This is an optimization exercise on Yosys and OpenROAD, whose aim is small area, not a production implementation.
Function was checked by simulation only, so behaviour that the tests miss may differ from the original.
Power and IR drop assume default switching activity.

===== flow/config.mk =====
export PLATFORM = sky130hd
export DESIGN_NAME = TOP_MODULE
export DESIGN_NICKNAME = TOP_MODULE
export VERILOG_FILES = /design/flow/design.v
export SDC_FILE = /design/flow/constraint.sdc
export NUM_CORES = 4
export LEC_CHECK = 0
export CAP_MARGIN = 20
export CORE_MARGIN = 2
export CORE_UTILIZATION = 70
export CTS_BUF_LIST = sky130_fd_sc_hd__clkbuf_16
export CTS_CLUSTER_DIAMETER = 80
export CTS_CLUSTER_SIZE = 30
export SLEW_MARGIN = 20

===== flow/constraint.sdc =====
create_clock -name core_clock -period 10.0 [get_ports {CLK_100MHz}]
set_input_delay 2.0000 -clock core_clock [delete_from_list [all_inputs] [get_ports {CLK_100MHz}]]
set_output_delay 2.0000 -clock core_clock [all_outputs]
set_load 0.01 [all_outputs]

===== flow/design.v =====
module TOP_MODULE#(
    parameter NUM_DUT = 2,
    parameter UART_CNT_BAUDRATE = 216,
    parameter UART_FIFO_BYTE_SIZE = 3,
    parameter TEST_ENV_CMDS_BITWIDTH = 2,
    parameter TEST_ENV_ADR_WIDTH = 6,
    parameter TEST_ENV_DATA_BITWIDTH = 16
)(
    input wire          CLK_100MHz,
    input wire          RSTN,
    output wire [3:0]   LED,
    output reg          UART_TX,
    input wire          UART_RX
);
    localparam BITLEN = 4 * UART_CNT_BAUDRATE;    
    localparam [5:0] DIN_SLOT = 6'd60;
    reg [9:0]  cnt;      
    reg [3:0]  bst;      
    reg [1:0]  byte_i;   
    reg [23:0] sr;       
    reg        ans_ok;   
    wire idle     = (bst == 4'd0);
    wire bit_mid  = (cnt == BITLEN/2 - 1);
    wire bit_end  = (cnt == BITLEN - 1);
    wire last_bit = (bst == 4'd15);
    wire fr_last  = last_bit & (byte_i == 2'd2);
    wire step_a   = fr_last & cnt[9];                
    wire step_b   = fr_last & bit_end;
    wire step_c   = idle & (byte_i == 2'd0);
    wire [5:0]  f_adr  = sr[5:0];
    wire [1:0]  f_cmd  = sr[7:6];
    wire [15:0] f_data = {sr[15:8], sr[23:16]};
    reg [1:0]  sel;
    reg        ledbit;
    reg        din_ok;   
    reg        evalid;   
    reg        eok;      
    reg [15:0] rreg;     
    wire is_ctl   = (f_cmd == 2'd0);
    wire is_wr    = (f_cmd == 2'd1);
    wire start    = is_ctl & f_adr[0];
    wire [1:0] new_sel = (is_ctl & f_adr[1]) ? f_data[2:1] : sel;
    reg [15:0] head;
    always @(*) begin
        case ({sel[1], f_adr[0]})
            2'b00: head = sel[0] ? 16'h0610 : 16'h0410;
            2'b01: head = sel[0] ? 16'h0841 : 16'h0800;
            2'b10: head = 16'hF210;
            default: head = 16'h08FC;
        endcase
    end
    wire rvis = sel[1] | (evalid & eok);
    wire [15:0] rdata = (f_cmd == 2'd3) ? head :
                        (sel == 2'd0)   ? 16'd123 : (rreg & {16{rvis}});
    reg [15:0] ring [0:60];
    reg [5:0]  pc;
    wire at_adr = (pc == f_adr);
    wire at_din = (pc == DIN_SLOT);
    wire ram_wr = step_a & is_wr & (at_din | (at_adr & (sel == 2'd2)));
    wire r_ld   = step_c & ((at_adr & (sel == 2'd2) & !is_wr) |
                            (at_din & (sel == 2'd1) & start));
    integer i;
    always @(posedge CLK_100MHz) begin
        ring[0] <= ram_wr ? f_data : ring[60];
        for (i = 1; i < 61; i = i + 1)
            ring[i] <= ring[i-1];
        if (r_ld)
            rreg <= ring[60];
    end
    always @(posedge CLK_100MHz) begin
        if (!RSTN)
            pc <= 6'd0;
        else
            pc <= (pc == DIN_SLOT) ? 6'd0 : pc + 6'd1;
    end
    always @(posedge CLK_100MHz) begin
        cnt <= (idle | bit_end) ? 10'd0 : cnt + 10'd1;
        if (bit_mid & bst[3])
            sr <= {UART_RX, sr[23:1]};
        else if (step_b) begin
            sr[15:8]  <= rdata[15:8];
            sr[23:16] <= rdata[7:0];
        end
    end
    always @(posedge CLK_100MHz) begin
        if (!RSTN) begin
            bst     <= 4'd0;
            byte_i  <= 2'd0;
            UART_TX <= 1'b1;
            ans_ok  <= 1'b0;
        end else begin
            if (idle) begin
                if (!UART_RX) begin
                    bst     <= 4'd7;
                    UART_TX <= 1'b0;
                end
            end else if (bit_end) begin
                bst     <= bst + 4'd1;
                UART_TX <= last_bit | (ans_ok & sr[0]);
                if (last_bit)
                    byte_i <= (byte_i == 2'd2) ? 2'd0 : byte_i + 2'd1;
            end
            if (step_b)
                ans_ok <= 1'b1;
        end
    end
    always @(posedge CLK_100MHz) begin
        if (!RSTN) begin
            sel    <= 2'd0;
            ledbit <= 1'b0;
            din_ok <= 1'b0;
            evalid <= 1'b0;
        end else if (step_b) begin
            sel <= new_sel;
            if (is_ctl & f_adr[3])
                ledbit <= ~ledbit;
            else if (is_ctl & f_adr[2])
                ledbit <= f_data[0];
            if (is_wr)
                din_ok <= 1'b1;
            evalid <= (new_sel == 2'd1) & (start | evalid);
        end
    end
    always @(posedge CLK_100MHz) begin
        if (step_b & start & (new_sel == 2'd1))
            eok <= din_ok;
    end
    assign LED[0] = ledbit;
    assign LED[1] = step_b & start;
    assign LED[2] = sel[0];
    assign LED[3] = sel[1] | evalid;
endmodule

===== flow/run.sh =====
#!/bin/bash
# synth_recipe.tcl (not shown) runs the flow's synth.tcl, then flattens the netlist and writes it again
# the make line also repeats each setting of config.mk as NAME=value (left out here)
make -C /OpenROAD-flow-scripts/flow DESIGN_CONFIG=/design/flow/config.mk WORK_HOME=/design/flow/orfs CLKGATE_MAP_FILE= SYNTH_SCRIPT=/design/flow/synth_recipe.tcl finish

==> load_flow_metrics.sql, run 1 <==
INSERT INTO impl_metrics (metric_group, metric, value, unit) VALUES
('final_layout', 'layout.cells.most_common', 'sky130_fd_sc_hd__dfxtp_1', ''),
('placement', 'gp_routability_congestion', '0.8061', ''),
('final_layout', 'final_util', '76.52', '%'),
('cts', 'ctsResizeCount', '0', ''),
('status', 'run_status', 'finished clean', ''),
('final_layout', 'flow.area_growth_from_synthesis', '7.141', '%'),
('routing', 'dr.first_iter.drc_count', '582', ''),
('power', 'cellPowerDensity', '247.2', 'mW/mm^2'),
('power', 'p_leak', '0.009710', 'uW'),
('logic_synthesis', 'synth.ff_latch_count', '1046', ''),
('cts', 'clk-insertion-delay-late', '0.58', 'ns'),
('logic_synthesis', 'syn_area', '0.02335', 'sq mm'),
('worst_setup_path', 'critical_path.slowest_cell', 'sky130_fd_sc_hd__nor4_2', ''),
('cts', 'cts_tree', 'done', ''),
('routing', 'vias', '8934', ''),
('worst_setup_path', 'worstSetupEndpointType', 'output pin', ''),
('worst_setup_path', 'critPathMaxFanout', '8', ''),
('routing', 'detail_route.drc_violations', '0', ''),
('placement', 'dp.final_hpwl', '14420', 'um'),
('sta', 'finalClockSkew', '0.02418', 'ns'),
('logic_synthesis', 'synth_top_cells_by_area', 'sky130_fd_sc_hd__dfxtp_1 86%, sky130_fd_sc_hd__edfxtp_1 5.3%, sky130_fd_sc_hd__mux2i_1 0.77%', ''),
('cts', 'clock-sinks', '1046', ''),
('worst_setup_path', 'timing.critical_path.cells', 'ha_1 -> nand4b_1 -> nor4_2 -> and2_1 -> clkdlybuf4s50_1', ''),
('floorplan', 'die-area', '0.03484', 'sq mm'),
('grt', 'grt_remaining_overflow', '0', ''),
('sta', 'min_period', '4.732', 'ns'),
('cts', 'cts-hold-fix-buffers', '0', ''),
('logic_synthesis', 'syn-num-nets', '1367', ''),
('grt', 'globalRouteTotalUtil', '18.28', '%'),
('grt', 'grt_pass1_wl', '50390', 'um'),
('sta', 'fmax', '211.3', 'MHz'),
('cts', 'numCtsBuffers', '41', ''),
('final_layout', 'final.fill_count', '1775', ''),
('logic_synthesis', 'ys_async_sr_fraction', '0', '%'),
('sta', 'setup_violating_endpoint_count_in_the_final_report', '0', ''),
('sta', 'slew_viol_final', '0', ''),
('flow_run', 'drv_cap', '0', ''),
('grt', 'grt_antenna_before_repair', '4', ''),
('logic_synthesis', 'yosys.cell_types.count', '58', ''),
('grt', 'grt_start_max_net_pins', '39', ''),
('final_layout', 'share_of_cells_above_drive_strength_1', '4.523', '%'),
('power', 'vdd_ir_drop_max', '0.2529', 'mV'),
('worst_setup_path', 'cell_class_contributing_the_biggest_share_of_worst_path_delay', 'simple AND/OR/NAND/NOR gates', ''),
('floorplan', 'fp-row-count', '66', ''),
('final_layout', 'count_of_nets_after_finishing', '1393', ''),
('floorplan', 'floorplan.io_pins', '8', ''),
('cts', 'cts.htree.levels', '2', ''),
('floorplan', 'die_x', '186.7', 'um'),
('routing', 'avgRoutedWirePerCell', '16.81', 'um'),
('cts', 'cts.reportedPaths.clkPinSlew', '0.11', 'ns'),
('logic_synthesis', 'gate_count_of_the_mapped_netlist', '1359', ''),
('worst_setup_path', 'worstPathArrival', '2.73', 'ns'),
('logic_synthesis', 'synth-edff-count', '41', ''),
('worst_setup_path', 'worst_path_largest_cell_delay', '0.61', 'ns'),
('sta', 'totalNegativeSetupSlack', '0', 'ns'),
('logic_synthesis', 'yosys_warnings', '2', ''),
('routing', 'dr.pass1.iters', '5', ''),
('worst_setup_path', 'path_class', 'reg2out', ''),
('sta', 'rsz0062_at_grt', 'false', ''),
('logic_synthesis', 'yosys_most_used_dff', 'sky130_fd_sc_hd__dfxtp_1', ''),
('floorplan', 'core', '0.03270', 'sq mm'),
('cts', 'cts_max_path_buffers', '3', ''),
('final_layout', 'final_cell_mix', '1005 x sky130_fd_sc_hd__dfxtp_1, 42 x sky130_fd_sc_hd__clkbuf_16, 41 x sky130_fd_sc_hd__edfxtp_1', ''),
('cts', 'post_cts.repair.setup_buffers', '0', ''),
('sta', 'worst-slew-pin-transition', '1.032', 'ns'),
('floorplan', 'start_util', '71.42', '%'),
('grt', 'first_global_vias', '9101', ''),
('logic_synthesis', 'cell_taking_the_most_area_after_synthesis', 'sky130_fd_sc_hd__dfxtp_1', ''),
('worst_setup_path', 'setup.worst_path.start_class', 'flop', ''),
('logic_synthesis', 'post-synth-top-area-fraction', '86.15', '%'),
('routing', 'drt-total-wl', '30860', 'um');
## synthesized netlist by cell type (5+ instances only)
library cell	n
sky130_fd_sc_hd__dfxtp_1	1005
sky130_fd_sc_hd__edfxtp_1	41
sky130_fd_sc_hd__nand2_1	28
sky130_fd_sc_hd__nand3_1	26
sky130_fd_sc_hd__nor2_1	26
sky130_fd_sc_hd__and3_1	24
sky130_fd_sc_hd__mux2i_1	18
sky130_fd_sc_hd__nand4_1	18
sky130_fd_sc_hd__o211ai_1	17
sky130_fd_sc_hd__o21ai_0	14
sky130_fd_sc_hd__a21oi_1	13
sky130_fd_sc_hd__xnor2_1	13
sky130_fd_sc_hd__clkbuf_1	11
sky130_fd_sc_hd__buf_2	8
sky130_fd_sc_hd__inv_1	8
sky130_fd_sc_hd__a31oi_1	7
sky130_fd_sc_hd__ha_1	5
sky130_fd_sc_hd__o21a_1	5
sky130_fd_sc_hd__xor2_1	5
## stage by stage
step                      area (sq um)  hold WS [ns]  total power, uW  cells  worst slack, ns
after floorplan                  23350        0.3096             4316   1359            6.626
after global placement           23870        0.3103             4324   1784            5.919
after detailed placement         23870        0.3121             4326   1784            5.842
after CTS                        25020        0.3219             6231   1835            5.215
after global routing             25020        0.3243             6373   1835            5.104
final                            25020        0.3247             6185   1836            5.268
## cells by family after synthesis
group / synth area share [%]
buffers and inverters: 0.7125
adder cells (fa/ha/maj): 0.2679
multiplexers: 0.9643
AO/OA/AOI/OAI: 2.095
XOR/XNOR: 0.6750
flip-flops: 91.42
AND/OR/NAND/NOR: 3.868
## registers in the layout, summed over array words and instances (netlist names)
name and flops:
ring 976, evalid 1, bst 4, UART_TX 1, ans_ok 1, din_ok 1
cnt 10, byte_i 2, sel 2, pc 6, sr 24, rreg 16
ledbit 1, eok 1
## final timing paths
path,start,to,slack (ns),cells after the start
worst min-delay path,ring[27][15]$_DFF_P_,ring[28][15]$_DFF_P_,0.32,0
worst max register to register,pc[0]$_SDFF_PP0_,rreg[10]$_DFFE_PP_,7.24,7
worst max-delay path,cnt[0]$_SDFF_PP0_,LED[1],5.27,5
worst min register to register,ring[27][15]$_DFF_P_,ring[28][15]$_DFF_P_,0.32,0
## final cells by class
cell class              count  area share, %
diodes                      1        0.01000
clock buffers              42          4.200
clock inverters             9         0.3950
inverters                   8         0.1200
multi-input cells         278          7.370
flip-flops and latches   1046          85.32
well taps                 442          2.210
repair buffers             10         0.3700
## report_power, final
group / total [uW] / switching [uW] / internal, uW
sequential: 4200 / 8.38 / 4190
combinational: 28.0 / 15.7 / 12.3
clock: 1960 / 1180 / 780
total: 6180 / 1200 / 4990
## metal layers
| metal | track usage (%) | routed length [um] | vias to the layer above |
|---|---|---|---|
| li1 | - | - | 4441 |
| met5 | 0 | 0 | - |
| met3 | 3.536 | 1449 | 40 |
| met2 | 27.49 | 13540 | 166 |
| met4 | 4.548 | 511 | 0 |
| met1 | 27.76 | 15360 | 4287 |
==> inputs of run 2 (changes only) <==
--- a/flow/config.mk
+++ b/flow/config.mk
@@ -8,7 +8,7 @@
 export CAP_MARGIN = 20
 export CORE_MARGIN = 2
 export CORE_UTILIZATION = 70
-export CTS_BUF_LIST = sky130_fd_sc_hd__clkbuf_16
-export CTS_CLUSTER_DIAMETER = 80
-export CTS_CLUSTER_SIZE = 30
+export CTS_BUF_LIST = sky130_fd_sc_hd__clkbuf_8
+export CTS_CLUSTER_DIAMETER = 60
+export CTS_CLUSTER_SIZE = 16
 export SLEW_MARGIN = 20
==> run 2 against run 1 <==
Net effect: via count increased by 0.41%; synthesized cell count unchanged; clock skew increased by 0.015 ns; maximum frequency decreased by 1.6%; design area about the same; sequential power about the same; critical path depth unchanged; first-iteration DRC count decreased by 21%; global-route usage decreased by 0.57 points; hold slack got worse by 0.027 ns.
==> load_flow_metrics.sql, run 2 <==
INSERT INTO impl_metrics (metric_group, metric, value, unit) VALUES
('final_layout', 'flow.area_growth_from_synthesis', '7.115', '%'),
('worst_setup_path', 'worstSetupEndpointType', 'output pin', ''),
('floorplan', 'core', '0.03270', 'sq mm'),
('power', 'share_comb_of_total_power', '0.5', '%'),
('sta', 'relSlewSlack', '28.83', '%'),
('final_layout', 'largestRegisters', 'ring x976, sr x24, rreg x16', ''),
('cts', 'ctsResizeCount', '0', ''),
('final_layout', 'regArea', '0.02135', 'sq mm'),
('sta', 'finalClockSkew', '0.03874', 'ns'),
('grt', 'use_met1', '26.55', '%'),
('cts', 'cts_tree', 'done', ''),
('hold_path', 'worst_hold_path.num_cells', '0', ''),
('placement', 'pre_cts_setup_slack', '5.842', 'ns'),
('routing', 'dr.pass1.iters', '4', ''),
('floorplan', 'start_util', '71.42', '%'),
('hold_path', 'worst_hold_path_type', 'reg2reg', ''),
('sta', 'hold_viol_final', '0', ''),
('sta', 'hold-worst-slack', '0.2978', 'ns'),
('worst_setup_path', 'worstPathArrival', '2.81', 'ns'),
('worst_setup_path', 'path_class', 'reg2out', ''),
('final_layout', 'final_cell_mix', '1005 x sky130_fd_sc_hd__dfxtp_1, 78 x sky130_fd_sc_hd__clkbuf_8, 41 x sky130_fd_sc_hd__edfxtp_1', ''),
('logic_synthesis', 'yosys.cell_types.count', '58', ''),
('floorplan', 'die-area', '0.03484', 'sq mm'),
('placement', 'post-place-cells', '1784', ''),
('routing', 'postRouteAntennaNets', '0', ''),
('sta', 'setup_violating_endpoint_count_in_the_final_report', '0', ''),
('final_layout', 'layout.cells.most_common', 'sky130_fd_sc_hd__dfxtp_1', ''),
('floorplan', 'floorplan.io_pins', '8', ''),
('final_layout', 'area_of_the_multi_input_gates', '0.001844', 'sq mm'),
('power', 'p_sw', '1200', 'uW'),
('sta', 'fmax', '207.9', 'MHz'),
('routing', 'avgRoutedWirePerCell', '15.49', 'um'),
('logic_synthesis', 'synth-edff-count', '41', ''),
('logic_synthesis', 'synth.most_common_cell', 'sky130_fd_sc_hd__dfxtp_1', ''),
('worst_setup_path', 'critPathMaxFanout', '8', ''),
('routing', 'route.detailed.vias_per_inst', '4.785', ''),
('logic_synthesis', 'yosys_warnings', '2', ''),
('cts', 'cts_max_path_buffers', '3', ''),
('sta', 'finalWorstSetupSlack', '5.190', 'ns'),
('worst_setup_path', 'r2r_cells', '7', ''),
('power', 'cell_internal_pwr', '4918', 'uW'),
('sta', 'min_period', '4.810', 'ns'),
('grt', 'grt_start_max_net_pins', '39', ''),
('flow_run', 'drv_cap', '0', ''),
('power', 'cellPowerDensity', '244.6', 'mW/mm^2'),
('sta', 'totalNegativeSetupSlack', '0', 'ns'),
('logic_synthesis', 'ys_async_sr_fraction', '0', '%'),
('logic_synthesis', 'synth.ff_latch_count', '1046', ''),
('final_layout', 'finish.cell_count_without_fillers', '1875', ''),
('routing', 'detail_route.drc_violations', '0', ''),
('grt', 'grt_antenna_before_repair', '2', ''),
('status', 'run_status', 'finished clean', ''),
('final_layout', 'max_flop_register', 'ring', ''),
('grt', 'global_route.peak_usage_layer', 'met1', ''),
('logic_synthesis', 'syn-num-nets', '1367', ''),
('logic_synthesis', 'cell_taking_the_most_area_after_synthesis', 'sky130_fd_sc_hd__dfxtp_1', ''),
('power', 'vdd_ir_drop_max', '0.1775', 'mV'),
('cts', 'post_cts.repair.setup_buffers', '0', ''),
('floorplan', 'fp-row-count', '66', ''),
('placement', 'gp_routability_congestion', '0.8061', ''),
('placement', 'port_buffers', '7', ''),
('sta', 'post_route_fraction_of_the_period_consumed_by_the_critical_path', '48.10', '%'),
('sta', 'slew_viol_final', '0', ''),
('grt', 'globalRouteTotalUtil', '17.71', '%'),
('grt', 'grt_remaining_overflow', '0', ''),
('grt', 'grt_pass1_wl', '48910', 'um'),
('worst_setup_path', 'setup.worst_path.start_class', 'flop', ''),
('cts', 'cts.htree.levels', '3', ''),
('sta', 'worst-slew-pin-transition', '1.063', 'ns'),
('logic_synthesis', 'post-synth-top-area-fraction', '86.15', '%'),
('logic_synthesis', 'yosys_most_used_dff', 'sky130_fd_sc_hd__dfxtp_1', ''),
('floorplan', 'chipHeight', '186.7', 'um'),
('placement', 'dp.final_hpwl', '14420', 'um'),
('final_layout', 'count_of_nets_after_finishing', '1427', ''),
('logic_synthesis', 'synth_top_cells_by_area', 'sky130_fd_sc_hd__dfxtp_1 86%, sky130_fd_sc_hd__edfxtp_1 5.3%, sky130_fd_sc_hd__mux2i_1 0.77%', ''),
('grt', 'groute.layer.met2.usage', '25.29', '%'),
('sta', 'rsz0062_at_grt', 'false', ''),
('cts', 'clock-sinks', '1046', ''),
('power', 'p_sw_share', '19.62', '%'),
('final_layout', 'share_of_cells_above_drive_strength_1', '6.983', '%'),
('grt', 'first_global_vias', '9250', ''),
('worst_setup_path', 'crit_required', '8.00', 'ns'),
('cts', 'clk_root_buffer_cell', 'sky130_fd_sc_hd__clkbuf_8', ''),
('power', 'p_leak', '0.009751', 'uW'),
('logic_synthesis', 'seq_area_frac_synth', '91.42', '%'),
('grt', 'met3_usage', '3.874', '%'),
('logic_synthesis', 'syn_area', '0.02335', 'sq mm'),
('final_layout', 'largest_register_ff_count', '976', ''),
('cts', 'cts.reportedPaths.clkPinSlew', '0.11', 'ns'),
('logic_synthesis', 'gate_count_of_the_mapped_netlist', '1359', ''),
('routing', 'vias', '8971', ''),
('final_layout', 'final.fill_count', '1812', ''),
('power', 'clock_power_share', '30.9', '%'),
('logic_synthesis', 'synth_common_cells', '1005 x sky130_fd_sc_hd__dfxtp_1, 41 x sky130_fd_sc_hd__edfxtp_1, 28 x sky130_fd_sc_hd__nand2_1, 26 x sky130_fd_sc_hd__nand3_1, 26 x sky130_fd_sc_hd__nor2_1', ''),
('cts', 'numCtsBuffers', '75', ''),
('floorplan', 'die_x', '186.7', 'um'),
('routing', 'drt-total-wl', '29050', 'um'),
('power', 'reg_power_share', '68.6', '%'),
('logic_synthesis', 'synthesis.area_per_instance', '17.19', 'sq um'),
('cts', 'cts-hold-fix-buffers', '0', ''),
('routing', 'dr.first_iter.drc_count', '458', ''),
('cts', 'clk-insertion-delay-late', '0.64', 'ns');
-- run 2: cell counts after synthesis --
No cell type changed its count.
-- run 2: area by class of cell --
cell class	count	share of cell area (%)
Sequential cell	1046	85.35
Multi-Input combinational cell	278	7.372
Clock buffer	78	4.291
Tap cell	442	2.211
Timing Repair Buffer	10	0.3701
Clock inverter	12	0.2801
Inverter	8	0.1200
Antenna cell	1	0.01000
-- run 2: worst paths after layout --
kind,endpoint,slack (ns),from
setup reg to reg,rreg[9]$_DFFE_PP_,7.22,pc[0]$_SDFF_PP0_
hold reg to reg,ring[59][12]$_DFF_P_,0.30,ring[58][12]$_DFF_P_
hold / removal,ring[59][12]$_DFF_P_,0.30,ring[58][12]$_DFF_P_
setup / recovery,LED[1],5.19,cnt[0]$_SDFF_PP0_
-- run 2: cell families (layout without fill, tap and decap cells) --
kind of cell / Yosys count / after routing / synth area share [%]
flip-flops: 1046 / 1046 / 91.42
AND/OR/NAND/NOR: 159 / 159 / 3.868
AO/OA/AOI/OAI: 74 / 74 / 2.095
buffers and inverters: 35 / 108 / 0.7125
multiplexers: 22 / 22 / 0.9643
XOR/XNOR: 18 / 18 / 0.6750
adder cells (fa/ha/maj): 5 / 5 / 0.2679
other: 0 / 1 / 0
-- run 2: worst max-delay path: stages (launching register included) --
cell,delay [ns]
sky130_fd_sc_hd__dfxtp_1,0.38
sky130_fd_sc_hd__ha_1,0.24
sky130_fd_sc_hd__nand4b_1,0.17
sky130_fd_sc_hd__nor4_2,0.63
sky130_fd_sc_hd__and2_1,0.23
sky130_fd_sc_hd__clkdlybuf4s50_1,0.54
-- run 2: per-layer routing --
layer	part of all wire [%]	up-vias	wire (um)
met3	4.5	53	1305
met2	42	166	12340
li1	-	4506	-
met4	2.5	0	737
met5	0	-	0
met1	50	4246	14660
-- run 2: per-stage QoR --
step | util (%) | power [uW] | cell area, sq um
finish | 76.50 | 6118 | 25020
floorplan | - | 4316 | 23350
detailed placement | 73.00 | 4326 | 23870
global route | 76.49 | 6336 | 25010
CTS | 76.49 | 6188 | 25010
global placement | 73.00 | 4324 | 23870
-- run 2: power by group through the flow --
stage               Clock, uW  Sequential (uW)  Combinational [uW]
global route             2100             4200                32.5
CTS                      1960             4200                28.5
finish                   1890             4200                28.0
detailed placement          0             4300                28.2
floorplan                   0             4300                20.2
global placement            0             4300                27.4
==> inputs of run 3 (changes only) <==
--- a/flow/design.v
+++ b/flow/design.v
@@ -12,19 +12,22 @@
     output reg          UART_TX,
     input wire          UART_RX
 );
-    localparam BITLEN = 4 * UART_CNT_BAUDRATE;    
+    localparam [9:0] T_SEED = 10'h3FF;
+    localparam [9:0] T_MID  = 10'h05F;
+    localparam [9:0] T_END  = 10'h329;
     localparam [5:0] DIN_SLOT = 6'd60;
-    reg [9:0]  cnt;      
+    reg [9:0]  tmr;
+    reg        late;     
     reg [3:0]  bst;      
     reg [1:0]  byte_i;   
     reg [23:0] sr;       
     reg        ans_ok;   
     wire idle     = (bst == 4'd0);
-    wire bit_mid  = (cnt == BITLEN/2 - 1);
-    wire bit_end  = (cnt == BITLEN - 1);
+    wire bit_mid  = (tmr == T_MID);
+    wire bit_end  = (tmr == T_END);
     wire last_bit = (bst == 4'd15);
     wire fr_last  = last_bit & (byte_i == 2'd2);
-    wire step_a   = fr_last & cnt[9];                
+    wire step_a   = fr_last & late;
     wire step_b   = fr_last & bit_end;
     wire step_c   = idle & (byte_i == 2'd0);
     wire [5:0]  f_adr  = sr[5:0];
@@ -34,7 +37,6 @@
     reg        ledbit;
     reg        din_ok;   
     reg        evalid;   
-    reg        eok;      
     reg [15:0] rreg;     
     wire is_ctl   = (f_cmd == 2'd0);
     wire is_wr    = (f_cmd == 2'd1);
@@ -49,32 +51,37 @@
             default: head = 16'h08FC;
         endcase
     end
-    wire rvis = sel[1] | (evalid & eok);
-    wire [15:0] rdata = (f_cmd == 2'd3) ? head :
-                        (sel == 2'd0)   ? 16'd123 : (rreg & {16{rvis}});
+    wire [15:0] rdata = (f_cmd == 2'd3) ? head : rreg;
     reg [15:0] ring [0:60];
     reg [5:0]  pc;
     wire at_adr = (pc == f_adr);
     wire at_din = (pc == DIN_SLOT);
     wire ram_wr = step_a & is_wr & (at_din | (at_adr & (sel == 2'd2)));
-    wire r_ld   = step_c & ((at_adr & (sel == 2'd2) & !is_wr) |
-                            (at_din & (sel == 2'd1) & start));
+    wire r_ring = step_c & ((at_adr & (sel == 2'd2) & !is_wr) |
+                            (at_din & (sel == 2'd1) & start & din_ok));
+    wire r_const = (step_c & (sel == 2'd0)) |
+                   (step_b & (new_sel == 2'd1) & (start ? !din_ok : !evalid));
+    wire [15:0] r_k = idle ? 16'd123 : 16'd0;
     integer i;
     always @(posedge CLK_100MHz) begin
         ring[0] <= ram_wr ? f_data : ring[60];
         for (i = 1; i < 61; i = i + 1)
             ring[i] <= ring[i-1];
-        if (r_ld)
+        if (r_ring)
             rreg <= ring[60];
+        else if (r_const)
+            rreg <= r_k;
     end
+    wire pc_jump = &pc[4:0];
     always @(posedge CLK_100MHz) begin
         if (!RSTN)
             pc <= 6'd0;
         else
-            pc <= (pc == DIN_SLOT) ? 6'd0 : pc + 6'd1;
+            pc <= {pc[4:2], pc[1] & !pc_jump, pc[0], ~(pc[5] ^ pc[4]) | pc_jump};
     end
     always @(posedge CLK_100MHz) begin
-        cnt <= (idle | bit_end) ? 10'd0 : cnt + 10'd1;
+        tmr  <= (idle | bit_end) ? T_SEED : {tmr[8:0], tmr[9] ^ tmr[6]};
+        late <= bit_mid | (late & !bit_end);
         if (bit_mid & bst[3])
             sr <= {UART_RX, sr[23:1]};
         else if (step_b) begin
@@ -121,10 +128,6 @@
             evalid <= (new_sel == 2'd1) & (start | evalid);
         end
     end
-    always @(posedge CLK_100MHz) begin
-        if (step_b & start & (new_sel == 2'd1))
-            eok <= din_ok;
-    end
     assign LED[0] = ledbit;
     assign LED[1] = step_b & start;
     assign LED[2] = sel[0];
--- a/flow/config.mk
+++ b/flow/config.mk
@@ -7,8 +7,8 @@
 export LEC_CHECK = 0
 export CAP_MARGIN = 20
 export CORE_MARGIN = 2
-export CORE_UTILIZATION = 70
-export CTS_BUF_LIST = sky130_fd_sc_hd__clkbuf_8
+export CORE_UTILIZATION = 80
+export CTS_BUF_LIST = sky130_fd_sc_hd__clkbuf_16
 export CTS_CLUSTER_DIAMETER = 60
-export CTS_CLUSTER_SIZE = 16
+export CTS_CLUSTER_SIZE = 36
 export SLEW_MARGIN = 20
==> run 3 against run 2 <==
Net effect: the flow now stops in 3_5_place_dp; synthesized cell count is 6.0% lower; area after synthesis is 2.2% lower.
==> load_flow_metrics.sql, run 3 <==
INSERT INTO impl_metrics (metric_group, metric, value, unit) VALUES
('status', 'run_status', 'did not finish', ''),
('status', 'failing_step', '3_5_place_dp', ''),
('status', 'run.stop_error', '[ERROR DPL-0033] detailed placement checks failed during check placement.', ''),
('logic_synthesis', 'synth.ff_latch_count', '1046', ''),
('logic_synthesis', 'cell_taking_the_most_area_after_synthesis', 'sky130_fd_sc_hd__dfxtp_1', ''),
('logic_synthesis', 'yosys_warnings', '2', ''),
('floorplan', 'floorplan.io_pins', '8', ''),
('floorplan', 'die_x', '172.9', 'um'),
('placement', 'port_buffers', '7', ''),
('logic_synthesis', 'gate_count_of_the_mapped_netlist', '1277', ''),
('logic_synthesis', 'synth_top_cells_by_area', 'sky130_fd_sc_hd__dfxtp_1 88%, sky130_fd_sc_hd__edfxtp_1 5.3%, sky130_fd_sc_hd__mux2_2 0.79%', ''),
('floorplan', 'start_util', '81.74', '%'),
('placement', 'dp.final_hpwl', '20660', 'um'),
('logic_synthesis', 'seq_area_frac_synth', '93.46', '%'),
('logic_synthesis', 'synth_common_cells', '1006 x sky130_fd_sc_hd__dfxtp_1, 40 x sky130_fd_sc_hd__edfxtp_1, 32 x sky130_fd_sc_hd__a21oi_1, 29 x sky130_fd_sc_hd__nor2_1, 16 x sky130_fd_sc_hd__mux2_2', ''),
('floorplan', 'fp-row-count', '61', ''),
('logic_synthesis', 'ys_async_sr_fraction', '0', '%'),
('logic_synthesis', 'syn-num-nets', '1283', ''),
('placement', 'gp_routability_congestion', '0.8383', ''),
('logic_synthesis', 'synth.most_common_cell', 'sky130_fd_sc_hd__dfxtp_1', ''),
('logic_synthesis', 'synth-edff-count', '40', ''),
('logic_synthesis', 'yosys.cell_types.count', '54', ''),
('logic_synthesis', 'syn_area', '0.02283', 'sq mm'),
('logic_synthesis', 'post-synth-top-area-fraction', '88.20', '%'),
('logic_synthesis', 'yosys_most_used_dff', 'sky130_fd_sc_hd__dfxtp_1', ''),
('logic_synthesis', 'synthesis.area_per_instance', '17.88', 'sq um'),
('floorplan', 'chipHeight', '172.9', 'um');
[run 3: how the worst max path moves through the flow]
stage	endpoint	cells after the start	slack [ns]
global placement	LED[1]	5	5.93
floorplan	LED[1]	4	6.51
[run 3: logic make-up after synthesis]
logic type | after synthesis | synth area share (%)
AO/OA/AOI/OAI | 57 | 1.529
XOR/XNOR | 8 | 0.3069
adder cells (fa/ha/maj) | 3 | 0.1644
buffers and inverters | 22 | 0.4383
flip-flops | 1046 | 93.46
multiplexers | 20 | 0.9699
AND/OR/NAND/NOR | 121 | 3.134
[run 3: stage by stage]
step / worst slack, ns / power, uW / std cells / hold WS (ns)
3_3_place_gp: 5.931 / 4349 / 1646 / 0.3111
2_1_floorplan: 6.509 / 4338 / 1277 / 0.3096
[run 3: power by group through the flow]
stage	Combinational, uW	Clock (uW)	Sequential, uW
after floorplan	25.1	0	4310
after global placement	34.5	0	4310
==> inputs of run 4 (changes only) <==
--- a/flow/config.mk
+++ b/flow/config.mk
@@ -7,7 +7,7 @@
 export LEC_CHECK = 0
 export CAP_MARGIN = 20
 export CORE_MARGIN = 2
-export CORE_UTILIZATION = 80
+export CORE_UTILIZATION = 72
 export CTS_BUF_LIST = sky130_fd_sc_hd__clkbuf_16
 export CTS_CLUSTER_DIAMETER = 60
 export CTS_CLUSTER_SIZE = 36
==> run 4 against run 3 <==
Net effect: area after synthesis unchanged; synthesized cell count unchanged; now clean on timing, DRC and antenna.
==> load_flow_metrics.sql, run 4 <==
INSERT INTO impl_metrics (metric_group, metric, value, unit) VALUES
('worst_setup_path', 'ff2ff_setup_slack', '7.39', 'ns'),
('sta', 'min_period', '4.704', 'ns'),
('worst_setup_path', 'worstPathArrival', '2.70', 'ns'),
('logic_synthesis', 'synth_common_cells', '1006 x sky130_fd_sc_hd__dfxtp_1, 40 x sky130_fd_sc_hd__edfxtp_1, 32 x sky130_fd_sc_hd__a21oi_1, 29 x sky130_fd_sc_hd__nor2_1, 16 x sky130_fd_sc_hd__mux2_2', ''),
('final_layout', 'max_flop_register', 'ring', ''),
('grt', 'grt_remaining_overflow', '0', ''),
('cts', 'cts_tree', 'done', ''),
('worst_setup_path', 'path_class', 'reg2out', ''),
('worst_setup_path', 'endpoint', 'LED[1]', ''),
('hold_path', 'worst_hold_path_type', 'reg2reg', ''),
('grt', 'globalRouteTotalUtil', '17.89', '%'),
('grt', 'grt_pass1_wl', '46370', 'um'),
('logic_synthesis', 'synthSimpleGateAreaFrac', '3.134', '%'),
('routing', 'detail_route.drc_violations', '0', ''),
('cts', 'cts.reportedPaths.clkPinSlew', '0.12', 'ns'),
('placement', 'port_buffers', '7', ''),
('routing', 'avgRoutedWirePerCell', '16.82', 'um'),
('logic_synthesis', 'synth_top_cells_by_area', 'sky130_fd_sc_hd__dfxtp_1 88%, sky130_fd_sc_hd__edfxtp_1 5.3%, sky130_fd_sc_hd__mux2_2 0.79%', ''),
('grt', 'first_global_vias', '8372', ''),
('logic_synthesis', 'largest_family_of_logic_cells_by_synthesized_area', 'simple AND/OR/NAND/NOR gates', ''),
('power', 'p_leak', '0.009634', 'uW'),
('sta', 'hold_viol_final', '0', ''),
('logic_synthesis', 'synth.most_common_cell', 'sky130_fd_sc_hd__dfxtp_1', ''),
('logic_synthesis', 'gate_count_of_the_mapped_netlist', '1277', ''),
('power', 'vdd_ir_drop_max', '0.1872', 'mV'),
('worst_setup_path', 'r2r_cells', '4', ''),
('final_layout', 'largest_register_ff_count', '976', ''),
('sta', 'finalClockSkew', '0.03144', 'ns'),
('logic_synthesis', 'yosys_warnings', '2', ''),
('worst_setup_path', 'crit_required', '8.00', 'ns'),
('grt', 'grt_antenna_before_repair', '0', ''),
('placement', 'gp_routability_congestion', '0.8345', ''),
('final_layout', 'final.fill_count', '1603', ''),
('floorplan', 'start_util', '72.74', '%'),
('logic_synthesis', 'synthesis.area_per_instance', '17.88', 'sq um'),
('sta', 'rsz0062_at_grt', 'false', ''),
('routing', 'dr.pass1.iters', '4', ''),
('worst_setup_path', 'timing.critical_path.cells', 'ha_1 -> nand3_2 -> or3b_2 -> nor3_1 -> clkdlybuf4s50_1', ''),
('cts', 'ctsResizeCount', '0', ''),
('worst_setup_path', 'reg2reg_from', 'bst[0]$_SDFFE_PN0P_', ''),
('routing', 'route.detailed.vias_per_inst', '4.728', ''),
('logic_synthesis', 'post_synth_xor_area_fraction', '0.3068', '%'),
('logic_synthesis', 'post-synth-top-area-fraction', '88.20', '%'),
('logic_synthesis', 'synth.mux.area_fraction', '0.9699', '%'),
('worst_setup_path', 'critPathMaxFanout', '6', ''),
('sta', 'slew_viol_final', '0', ''),
('routing', 'postRouteAntennaNets', '0', ''),
('worst_setup_path', 'crit_path_start', 'bst[0]$_SDFFE_PN0P_', ''),
('logic_synthesis', 'synth_fa_ha_area_share', '0.1644', '%'),
('sta', 'fmax', '212.6', 'MHz'),
('floorplan', 'floorplan.io_pins', '8', ''),
('floorplan', 'die-area', '0.03315', 'sq mm'),
('sta', 'setup_violating_endpoint_count_in_the_final_report', '0', ''),
('cts', 'cts.htree.levels', '2', ''),
('final_layout', 'final_cell_mix', '1006 x sky130_fd_sc_hd__dfxtp_1, 41 x sky130_fd_sc_hd__clkbuf_16, 40 x sky130_fd_sc_hd__edfxtp_1', ''),
('logic_synthesis', 'synth_compound_gate_area_share', '1.529', '%'),
('cts', 'cts_max_path_buffers', '3', ''),
('cts', 'clock-sinks', '1046', ''),
('worst_setup_path', 'critical_path.slowest_cell', 'sky130_fd_sc_hd__clkdlybuf4s50_1', ''),
('final_layout', 'antenna_cells', '0', ''),
('final_layout', 'layout.cells.most_common', 'sky130_fd_sc_hd__dfxtp_1', ''),
('floorplan', 'core', '0.03139', 'sq mm'),
('logic_synthesis', 'yosys_most_used_dff', 'sky130_fd_sc_hd__dfxtp_1', ''),
('hold_path', 'hold_path_startpoint', 'ring[6][9]$_DFF_P_', ''),
('floorplan', 'fp-row-count', '65', ''),
('sta', 'totalNegativeSetupSlack', '0', 'ns'),
('flow_run', 'drv_cap', '0', ''),
('cts', 'clk-insertion-delay-late', '0.56', 'ns'),
('logic_synthesis', 'syn_area', '0.02283', 'sq mm'),
('sta', 'finalWorstSetupSlack', '5.296', 'ns'),
('final_layout', 'flow.area_growth_from_synthesis', '7.731', '%'),
('logic_synthesis', 'ys_async_sr_fraction', '0', '%'),
('cts', 'clk_root_buffer_cell', 'sky130_fd_sc_hd__clkbuf_16', ''),
('final_layout', 'share_of_cells_above_drive_strength_1', '6.255', '%'),
('logic_synthesis', 'synth.ff_latch_count', '1046', ''),
('sta', 'post_route_fraction_of_the_period_consumed_by_the_critical_path', '47.04', '%'),
('worst_setup_path', 'setup.worst_path.start_class', 'flop', ''),
('logic_synthesis', 'cell_taking_the_most_area_after_synthesis', 'sky130_fd_sc_hd__dfxtp_1', ''),
('final_layout', 'count_of_nets_after_finishing', '1315', ''),
('floorplan', 'die_x', '182.1', 'um'),
('cts', 'numCtsBuffers', '39', ''),
('power', 'cellPowerDensity', '256.3', 'mW/mm^2'),
('sta', 'worst-slew-pin-transition', '0.9956', 'ns'),
('status', 'run_status', 'finished clean', ''),
('logic_synthesis', 'syn-num-nets', '1283', ''),
('placement', 'pre_cts_setup_slack', '5.923', 'ns'),
('logic_synthesis', 'yosys.cell_types.count', '54', ''),
('sta', 'relSlewSlack', '33.47', '%'),
('final_layout', 'largestRegisters', 'ring x976, sr x24, rreg x16', ''),
('worst_setup_path', 'r2r-end', 'rreg[4]$_DFFE_PP_', ''),
('routing', 'dr.first_iter.drc_count', '451', ''),
('cts', 'cts-hold-fix-buffers', '0', ''),
('routing', 'vias', '8175', ''),
('routing', 'drt-total-wl', '29090', 'um'),
('worst_setup_path', 'worst_path_largest_cell_delay', '0.59', 'ns'),
('logic_synthesis', 'seq_area_frac_synth', '93.46', '%'),
('placement', 'dp.final_hpwl', '13620', 'um'),
('worst_setup_path', 'worstSetupEndpointType', 'output pin', ''),
('floorplan', 'chipHeight', '182.1', 'um'),
('grt', 'grt_start_max_net_pins', '38', ''),
('cts', 'post_cts.repair.setup_buffers', '0', ''),
('logic_synthesis', 'synth-edff-count', '40', '');
run 4: cell counts after synthesis:
No cell type changed its count.
run 4: metal layers:
metal / vias up / wire length [um] / GRT usage (%) / part of all wire, %
li1: 4131 / - / - / -
met1: 3919 / 14570 / 26.17 / 50
met2: 77 / 13210 / 28.53 / 45
met3: 48 / 689 / 2.734 / 2.4
met4: 0 / 616 / 4.839 / 2.1
met5: - / 0 / 0 / 0
run 4: how the worst min path moves through the flow:
stage                           end  slack, ns  depth (start not counted)
2_1_floorplan   ring[10][0]$_DFF_P_       0.31                          0
6_report         ring[7][9]$_DFF_P_       0.30                          0
3_3_place_gp    ring[11][3]$_DFF_P_       0.31                          0
5_1_grt         ring[29][9]$_DFF_P_       0.30                          0
3_5_place_dp   ring[43][13]$_DFF_P_       0.31                          0
4_1_cts          ring[7][9]$_DFF_P_       0.30                          0
run 4: critical path: cells and delay by family (launching register included):
family,cells,cell delay [ns]
adder cells (fa/ha/maj),1,0.24
buffers and inverters,1,0.59
flip-flops,1,0.41
AND/OR/NAND/NOR,3,0.90
run 4: cells by family after synthesis:
family / count (synthesis)
AOI/OAI and AO/OA: 57
xor gates and xnor gates: 8
adders and majority gates: 3
buffers and inverters: 22
DFF: 1046
muxes: 20
and+or+nand+nor: 121
run 4: through the flow:
step / hold slack [ns] / instance area (sq um) / power [uW] / util, % / std cells
3_5_place_dp: 0.3121 / 23330 / 4351 / 74.33 / 1670
6_report: 0.2989 / 24600 / 6306 / 78.36 / 1729
4_1_cts: 0.3015 / 24600 / 6342 / 78.36 / 1729
3_3_place_gp: 0.3111 / 23330 / 4349 / 74.33 / 1670
5_1_grt: 0.3041 / 24600 / 6481 / 78.36 / 1729
2_1_floorplan: 0.3096 / 22830 / 4338 / - / 1277
run 4: area by class of cell:
type	instances	area (sq um)	share of cell area, %
multi-input combinational	209	1399	5.686
sequential	1046	21340	86.75
clock buffer	41	1026	4.171
clock inverter	18	239.0	0.9715
inverter	6	22.52	0.09155
tap	402	503.0	2.045
timing repair buffer	7	70.07	0.2848
run 4: where the power goes:
| part | internal, uW | leakage [uW] | total, uW | switching [uW] |
|---|---|---|---|---|
| Clock | 820 | 0.000617 | 2050 | 1230 |
| Sequential | 4210 | 0.00845 | 4220 | 9.40 |
| Combinational | 13.0 | 0.000569 | 36.5 | 23.5 |
| Total | 5050 | 0.00963 | 6310 | 1260 |
==> inputs of run 5 (changes only) <==
==> flow/config.mk (replaced) <==
export PLATFORM = sky130hd
export DESIGN_NAME = TOP_MODULE
export DESIGN_NICKNAME = TOP_MODULE
export VERILOG_FILES = /design/flow/design.v
export SDC_FILE = /design/flow/constraint.sdc
export NUM_CORES = 4
export LEC_CHECK = 0
export CAP_MARGIN = 20
export CORE_MARGIN = 2
export CORE_UTILIZATION = 80
export CTS_BUF_LIST = sky130_fd_sc_hd__clkbuf_8
export CTS_CLUSTER_DIAMETER = 50
export CTS_CLUSTER_SIZE = 18
export SLEW_MARGIN = 20
==> run 5 against run 4 <==
Net effect: the flow now stops in 3_5_place_dp; area after synthesis is the same; synthesized cell count stayed put.
==> load_flow_metrics.sql, run 5 <==
INSERT INTO impl_metrics (metric_group, metric, value, unit) VALUES
('status', 'run_status', 'did not finish', ''),
('status', 'failing_step', '3_5_place_dp', ''),
('status', 'run.stop_error', '[ERROR DPL-0033] detailed placement checks failed during check placement.', ''),
('floorplan', 'fp-row-count', '61', ''),
('logic_synthesis', 'cell_taking_the_most_area_after_synthesis', 'sky130_fd_sc_hd__dfxtp_1', ''),
('logic_synthesis', 'synth_top_cells_by_area', 'sky130_fd_sc_hd__dfxtp_1 88%, sky130_fd_sc_hd__edfxtp_1 5.3%, sky130_fd_sc_hd__mux2_2 0.79%', ''),
('logic_synthesis', 'yosys.cell_types.count', '54', ''),
('logic_synthesis', 'seq_area_frac_synth', '93.46', '%'),
('logic_synthesis', 'gate_count_of_the_mapped_netlist', '1277', ''),
('logic_synthesis', 'synth-edff-count', '40', ''),
('logic_synthesis', 'synthesis.area_per_instance', '17.88', 'sq um'),
('placement', 'dp.final_hpwl', '20660', 'um'),
('logic_synthesis', 'synth.ff_latch_count', '1046', ''),
('logic_synthesis', 'post-synth-top-area-fraction', '88.20', '%'),
('logic_synthesis', 'synth_common_cells', '1006 x sky130_fd_sc_hd__dfxtp_1, 40 x sky130_fd_sc_hd__edfxtp_1, 32 x sky130_fd_sc_hd__a21oi_1, 29 x sky130_fd_sc_hd__nor2_1, 16 x sky130_fd_sc_hd__mux2_2', ''),
('logic_synthesis', 'syn-num-nets', '1283', ''),
('placement', 'port_buffers', '7', ''),
('logic_synthesis', 'syn_area', '0.02283', 'sq mm'),
('floorplan', 'chipHeight', '172.9', 'um'),
('logic_synthesis', 'ys_async_sr_fraction', '0', '%'),
('logic_synthesis', 'yosys_warnings', '2', ''),
('logic_synthesis', 'yosys_most_used_dff', 'sky130_fd_sc_hd__dfxtp_1', ''),
('logic_synthesis', 'synth.most_common_cell', 'sky130_fd_sc_hd__dfxtp_1', ''),
('floorplan', 'start_util', '81.74', '%'),
('floorplan', 'floorplan.io_pins', '8', ''),
('placement', 'gp_routability_congestion', '0.8383', ''),
('floorplan', 'die_x', '172.9', 'um');
run 5: cell counts after synthesis:
No cell type changed its count.
run 5: worst max path at each step:
stage | startpoint | to | slack, ns
global placement | bst[0]$_SDFFE_PN0P_ | LED[1] | 5.93
floorplan | bst[0]$_SDFFE_PN0P_ | LED[1] | 6.51
run 5: cells by family after synthesis:
group / after synthesis / synth area share, %
and+or+nand+nor: 121 / 3.134
muxes: 20 / 0.9699
DFF: 1046 / 93.46
adders and majority gates: 3 / 0.1644
xor gates and xnor gates: 8 / 0.3069
buffers and inverters: 22 / 0.4383
AOI/OAI and AO/OA: 57 / 1.529
run 5: power by group through the flow:
stage          registers (uW)  logic [uW]  clock network (uW)
2_1_floorplan            4310        25.1                   0
3_3_place_gp             4310        34.5                   0
run 5: per-stage QoR:
| stage | total power (uW) | cell area [sq um] |
|---|---|---|
| floorplan | 4338 | 22830 |
| global placement | 4349 | 23300 |

-- static timing again, ports no longer ideal --
In the flow no input, the clock included, has a driving cell. The finished layouts below were timed again as built, in two steps.
Step 1 sets driving cells, clkbuf_16 on the clock port and buf_2 on the other inputs (assumed; they add their load-dependent delay and slew).
Step 2, shift: input delay + t, output delay - t, t = (earliest + latest rising clock arrival at the registers) / 2. This alone moves slack from input paths to output paths.
a / b / c = ideal ports / drivers / drivers and shift; a / b = the first two.
| run | t, ns | slack for setup (ns) | hold slack, ns | latest minus earliest clock arrival (ns) |
|---|---|---|---|---|
| run 1 | 0.615 | 5.268 / 5.217 / 5.832 | 0.325 / 0.325 / 0.325 | 0.029 / 0.029 |
| run 2 | 0.663 | 5.190 / 5.144 / 5.807 | 0.298 / 0.298 / 0.298 | 0.045 / 0.045 |
| run 4 | 0.601 | 5.296 / 5.245 / 5.846 | 0.299 / 0.299 / 0.299 | 0.035 / 0.036 |
After both steps every run listed still meets setup and hold.
